What follows belongs to an exercise in optimizing a design on an open flow for small area; a production flow would make more cautious choices. Only simulation tests tie the RTL to the original design; equivalence was not proved. No activity file was given, so power comes from the tool's default toggle rates.

// dac8734_ctrl
module dac8734_ctrl(
    input  wire       clk,
    input  wire       reset,
    input  wire       uart_rxd,
    output wire       uart_txd,
    output wire       sck,
    output wire [7:0] cs,
    output wire       io_out,
    output wire       io_oe,
    output wire       ldac_n
);
clock: 10.0 ns
lec_check: 0
cap_margin: 20
core_margin: 2
core_utilization: 40
cts_cluster_diameter: 100
cts_cluster_size: 25
slew_margin: 20
run.sh (not shown) runs the stock make flow with config.mk's settings and CLKGATE_MAP_FILE= SYNTH_SCRIPT=/design/flow/synth_recipe.tcl, a recipe that flattens the netlist after the stock synthesis.
Next try:
==> flow/flow/run.sh (new file) <==
#!/bin/bash
# Own layout flow: the standard layout (standard.sh), except that the
# standard synthesis maps its combinational logic with an area-oriented ABC
# script (flow/abc_area.script) instead of ORFS's speed script. Everything
# else in the synthesis, registers included, is unchanged: the only change
# is the -script argument of yosys's abc call.
# Each tool's output goes to a log file of its own in the work folder.
set -euo pipefail
W=$(pwd)
F="$W/flow"

# synthesis script: synth_recipe.tcl with abc's -script argument replaced
{
  echo "proc abc {args} { set i [lsearch \$args -script]; lset args [expr {\$i+1}] {$F/abc_area.script}; yosys abc {*}\$args }"
  cat "$W/synth_recipe.tcl"
} > "$W/own_synth.tcl"

# the standard make command with that synthesis script, for the synthesis only
sed "s#SYNTH_SCRIPT=[^ ]*#SYNTH_SCRIPT=$W/own_synth.tcl#" "$W/standard.sh" > "$W/own_synth.sh"
grep -q "SYNTH_SCRIPT=$W/own_synth.tcl" "$W/own_synth.sh"

bash "$W/own_synth.sh" synth > "$W/synth.log" 2>&1
# the rest of the standard layout, from the floorplan to the final DEF
bash "$W/standard.sh" finish > "$W/layout.log" 2>&1
test -f "$W/out/final.def"
==> flow/flow/abc_area.script (new file) <==
&get -n
&st
&synch2
&dch -f
&nf -R 1000 -p -F 8 -A 4 -a
&put
==> flow/standard.sh (new file) <==
#!/bin/bash
# synth_recipe.tcl (not shown) runs the flow's synth.tcl, then flattens the netlist and writes it again
# the make line also repeats each setting of config.mk as NAME=value (left out here)
make -C /OpenROAD-flow-scripts/flow DESIGN_CONFIG=/design/flow/config.mk WORK_HOME=/design/flow/orfs CLKGATE_MAP_FILE= SYNTH_SCRIPT=/design/flow/synth_recipe.tcl "${@:-finish}"
removed: flow/run.sh
Outcome: Synthesized area goes down by 3.5%. Fmax goes down by 0.80%. Setup slack got worse by 0.048 ns. Total power goes up by 17%. Global-route usage goes up by 0.72 points.

---

== rev 12 ==
Another version of the RTL of dac8734_ctrl (not shown whole).
For scale: ~4100 cells after synthesis, roughly 1600 flip-flops, about 16 I/O pins.
Settings: LEC_CHECK=0, CAP_MARGIN=20, CORE_MARGIN=2, CORE_UTILIZATION=40, CTS_CLUSTER_DIAMETER=100, CTS_CLUSTER_SIZE=25, SLEW_MARGIN=20; clock period 10.0 ns.
standard.sh (not shown) runs the stock make flow with config.mk's settings and CLKGATE_MAP_FILE= SYNTH_SCRIPT=/design/flow/synth_recipe.tcl, a recipe that flattens the netlist after the stock synthesis.
==> flow/flow/run.sh <==
#!/bin/bash
# Own layout flow: the standard layout (standard.sh), except that the
# standard synthesis maps its combinational logic with an area-oriented ABC
# script (flow/abc_area.script) instead of ORFS's speed script. Everything
# else in the synthesis, registers included, is unchanged: the only change
# is the -script argument of yosys's abc call.
# Each tool's output goes to a log file of its own in the work folder.
set -euo pipefail
W=$(pwd)
F="$W/flow"

# synthesis script: synth_recipe.tcl with abc's -script argument replaced
{
  echo "proc abc {args} { set i [lsearch \$args -script]; lset args [expr {\$i+1}] {$F/abc_area.script}; yosys abc {*}\$args }"
  cat "$W/synth_recipe.tcl"
} > "$W/own_synth.tcl"

# the standard make command with that synthesis script, for the synthesis only
sed "s#SYNTH_SCRIPT=[^ ]*#SYNTH_SCRIPT=$W/own_synth.tcl#" "$W/standard.sh" > "$W/own_synth.sh"
grep -q "SYNTH_SCRIPT=$W/own_synth.tcl" "$W/own_synth.sh"

bash "$W/own_synth.sh" synth > "$W/synth.log" 2>&1
# the rest of the standard layout, from the floorplan to the final DEF
bash "$W/standard.sh" finish > "$W/layout.log" 2>&1
test -f "$W/out/final.def"
==> flow/flow/abc_area.script <==
&get -n
&st
&synch2
&dch -f
&nf -R 1000 -p -F 8 -A 4 -a
&put
For rev 13, these inputs were changed with respect to rev 12:
==> flow/run.sh (new file) <==
#!/bin/bash
# synth_recipe.tcl (not shown) runs the flow's synth.tcl, then flattens the netlist and writes it again
# the make line also repeats each setting of config.mk as NAME=value (left out here)
make -C /OpenROAD-flow-scripts/flow DESIGN_CONFIG=/design/flow/config.mk WORK_HOME=/design/flow/orfs CLKGATE_MAP_FILE= SYNTH_SCRIPT=/design/flow/synth_recipe.tcl finish
removed: flow/flow/run.sh
removed: flow/flow/abc_area.script
removed: flow/standard.sh
Notes after the runs:
- Between rev 12 and rev 13, the flow reports total wire length increasing by a few percent.
- Going from rev 12 to rev 13, wire length of the first global-routing pass grew slightly.
- Switching share of total power in rev 13 is 2.1 points lower than in rev 12
- Relative to rev 12, power has gone down in rev 13.
- Rev 13 completed every stage of the flow, and the final layout passed the timing, design-rule and antenna checks.
- Rev 12 went all the way through the flow, and no timing, DRC or antenna check failed.
- Rev 12 has lower placeable core region than rev 13.
- Measured against each other, rev 12 and rev 13 differ in final hold slack, the lower figure coming from rev 12.
- Sequential share of layout area in rev 13 vs rev 12: down 0.83 points

---

Setup of before:
dac8734_ctrl, a different RTL version from the one above (not shown whole).
Size in the first run: about 8200 cells after synthesis, ~69000 sq um of cells after synthesis.
Settings: LEC_CHECK=0, ABC_AREA=1, CAP_MARGIN=20, CORE_MARGIN=2, CORE_UTILIZATION=40, SLEW_MARGIN=20; clock period 10.0 ns.
run.sh (not shown) runs the stock make flow with config.mk's settings and CLKGATE_MAP_FILE= SYNTH_SCRIPT=/design/flow/synth_recipe.tcl, a recipe that flattens the netlist after the stock synthesis.
Stock flow here: none of the scripts above is used.
## Diff of input files: after against before
- removing ABC_AREA (formerly 1)
[summary]
after completed; timing, DRC and antenna clean
Die boundary width ended up 0.31% lower on after than on before.
Per the comparison of after with before, post-synthesis compound-gate area fraction went down; largest stage delay on the critical path did not really move; part of the power in combinational logic went down.
Against before, after comes in about 3.3% lower on number of clock buffers in the layout.
Measured against each other, after and before differ in aggregate global-route resource usage, the lower figure coming from after.
Compared with before, after shows a lower number of cells on the worst reg-to-reg path.
Changes observed in after relative to before: via count dropped 4573, total power dropped about 1.5%, post-route worst setup slack dropped 550 ps, number of distinct library cells after synthesis climbed 48.

---

dac8734_ctrl, a different RTL version from the one above (not shown whole).
Size in the first run: roughly 4400 cells after synthesis, ~1700 flip-flops.
Settings: LEC_CHECK=0, CAP_MARGIN=20, CORE_MARGIN=2, CORE_UTILIZATION=40, CTS_CLUSTER_DIAMETER=100, CTS_CLUSTER_SIZE=25, SLEW_MARGIN=20; clock period 10.0 ns.
standard.sh (not shown) runs the stock make flow with config.mk's settings and CLKGATE_MAP_FILE= SYNTH_SCRIPT=/design/flow/synth_recipe.tcl, a recipe that flattens the netlist after the stock synthesis.
==> flow/flow/run.sh <==
#!/bin/bash
# Own layout flow: the standard layout (standard.sh), except that
# - the standard synthesis maps its combinational logic with an area-oriented
#   ABC script (flow/abc_area.script) instead of ORFS's speed script; the rest
#   of the synthesis, registers included, is unchanged: the only change is
#   the -script argument of yosys's abc call;
# - clock tree synthesis inserts no dummy loads and uses clkbuf_4 above the
#   sink clusters (CTS_ARGS, which ORFS's cts.tcl uses in place of its own).
# Each tool's output goes to a log file of its own in the work folder.
set -euo pipefail
W=$(pwd)
F="$W/flow"

# synthesis script: synth_recipe.tcl with abc's -script argument replaced
{
  echo "proc abc {args} { set i [lsearch \$args -script]; lset args [expr {\$i+1}] {$F/abc_area.script}; yosys abc {*}\$args }"
  cat "$W/synth_recipe.tcl"
} > "$W/own_synth.tcl"

# the standard make command with that synthesis script, for the synthesis only
sed "s#SYNTH_SCRIPT=[^ ]*#SYNTH_SCRIPT=$W/own_synth.tcl#" "$W/standard.sh" > "$W/own_synth.sh"
grep -q "SYNTH_SCRIPT=$W/own_synth.tcl" "$W/own_synth.sh"

bash "$W/own_synth.sh" synth > "$W/synth.log" 2>&1
# the rest of the standard layout, from the floorplan to the final DEF
B=sky130_fd_sc_hd__clkbuf
CTS="-sink_clustering_enable -repair_clock_nets -dont_use_dummy_load -sink_clustering_size 28 -sink_clustering_max_diameter 120 -tree_buf ${B}_4 -root_buf ${B}_4"
bash "$W/standard.sh" "CTS_ARGS=$CTS" finish > "$W/layout.log" 2>&1
test -f "$W/out/final.def"
==> flow/flow/abc_area.script <==
&get -n
&st
&synch2
&dch -f
&nf -R 1000 -p -F 8 -A 4 -a
&put
Edit:
--- a/flow/flow/run.sh
+++ b/flow/flow/run.sh
@@ -5,5 +5,5 @@
 #   of the synthesis, registers included, is unchanged: the only change is
 #   the -script argument of yosys's abc call;
-# - clock tree synthesis inserts no dummy loads and uses clkbuf_4 above the
+# - clock tree synthesis inserts no dummy loads and uses clkbuf_8 above the
 #   sink clusters (CTS_ARGS, which ORFS's cts.tcl uses in place of its own).
 # Each tool's output goes to a log file of its own in the work folder.
@@ -25,5 +25,5 @@
 # the rest of the standard layout, from the floorplan to the final DEF
 B=sky130_fd_sc_hd__clkbuf
-CTS="-sink_clustering_enable -repair_clock_nets -dont_use_dummy_load -sink_clustering_size 28 -sink_clustering_max_diameter 120 -tree_buf ${B}_4 -root_buf ${B}_4"
+CTS="-sink_clustering_enable -repair_clock_nets -dont_use_dummy_load -sink_clustering_size 25 -sink_clustering_max_diameter 120 -tree_buf ${B}_8 -root_buf ${B}_8"
 bash "$W/standard.sh" "CTS_ARGS=$CTS" finish > "$W/layout.log" 2>&1
 test -f "$W/out/final.def"
After rerunning: The changed run completed without violations; area after synthesis stays the same; power goes up by 1.6%; utilization grows by 0.17 points; global-route usage barely changes; worst setup slack improves by 230 ps; wire length came out higher by 0.50%; synthesized cell count does not change; via count came out higher by 0.60%; non-clock buffer count does not change; clock power rose by 6.6%; fmax goes up by 3.7%.

what the ideal ports hide:
The flow's constraints put no driver on any port. The routed layouts listed below were extracted and timed again, unchanged, in two steps. Step 1, drivers: a clkbuf_16 drives clk and a buf_2 each remaining input, both assumed. Step 2 moves the port delays by t, midway between the first and last clock arrival at a register: inputs arrive t later, outputs are due t later. That takes back most of the time a late clock gives input paths. Three values: no drivers, after step 1, after step 2; two values: the first two.
run | shift t [ns] | setup slack, ns | worst setup path at the end
the first run of note 1 | 0.755 | 4.036 / 3.958 / 4.211 | register to register
the second run of note 1 | 0.787 | 3.988 / 3.916 / 4.311 | register to register
rev 12 | 0.762 | 3.832 / 3.761 / 4.029 | register to register
rev 13 | 0.784 | 3.666 / 3.666 / 3.666 | register to register
before | 0.876 | 5.249 / 5.249 / 5.248 | input to register
after | 0.899 | 4.703 / 4.703 / 4.703 | register to register
the first run of note 4 | 1.117 | 3.562 / 3.489 / 3.803 | register to register
the second run of note 4 | 0.877 | 3.793 / 3.740 / 3.793 | register to register
After both steps setup and hold are still met in every run listed. The setup slack of before, which loses most, moves by 0.000 ns with the drivers and by -0.001 ns with both steps.
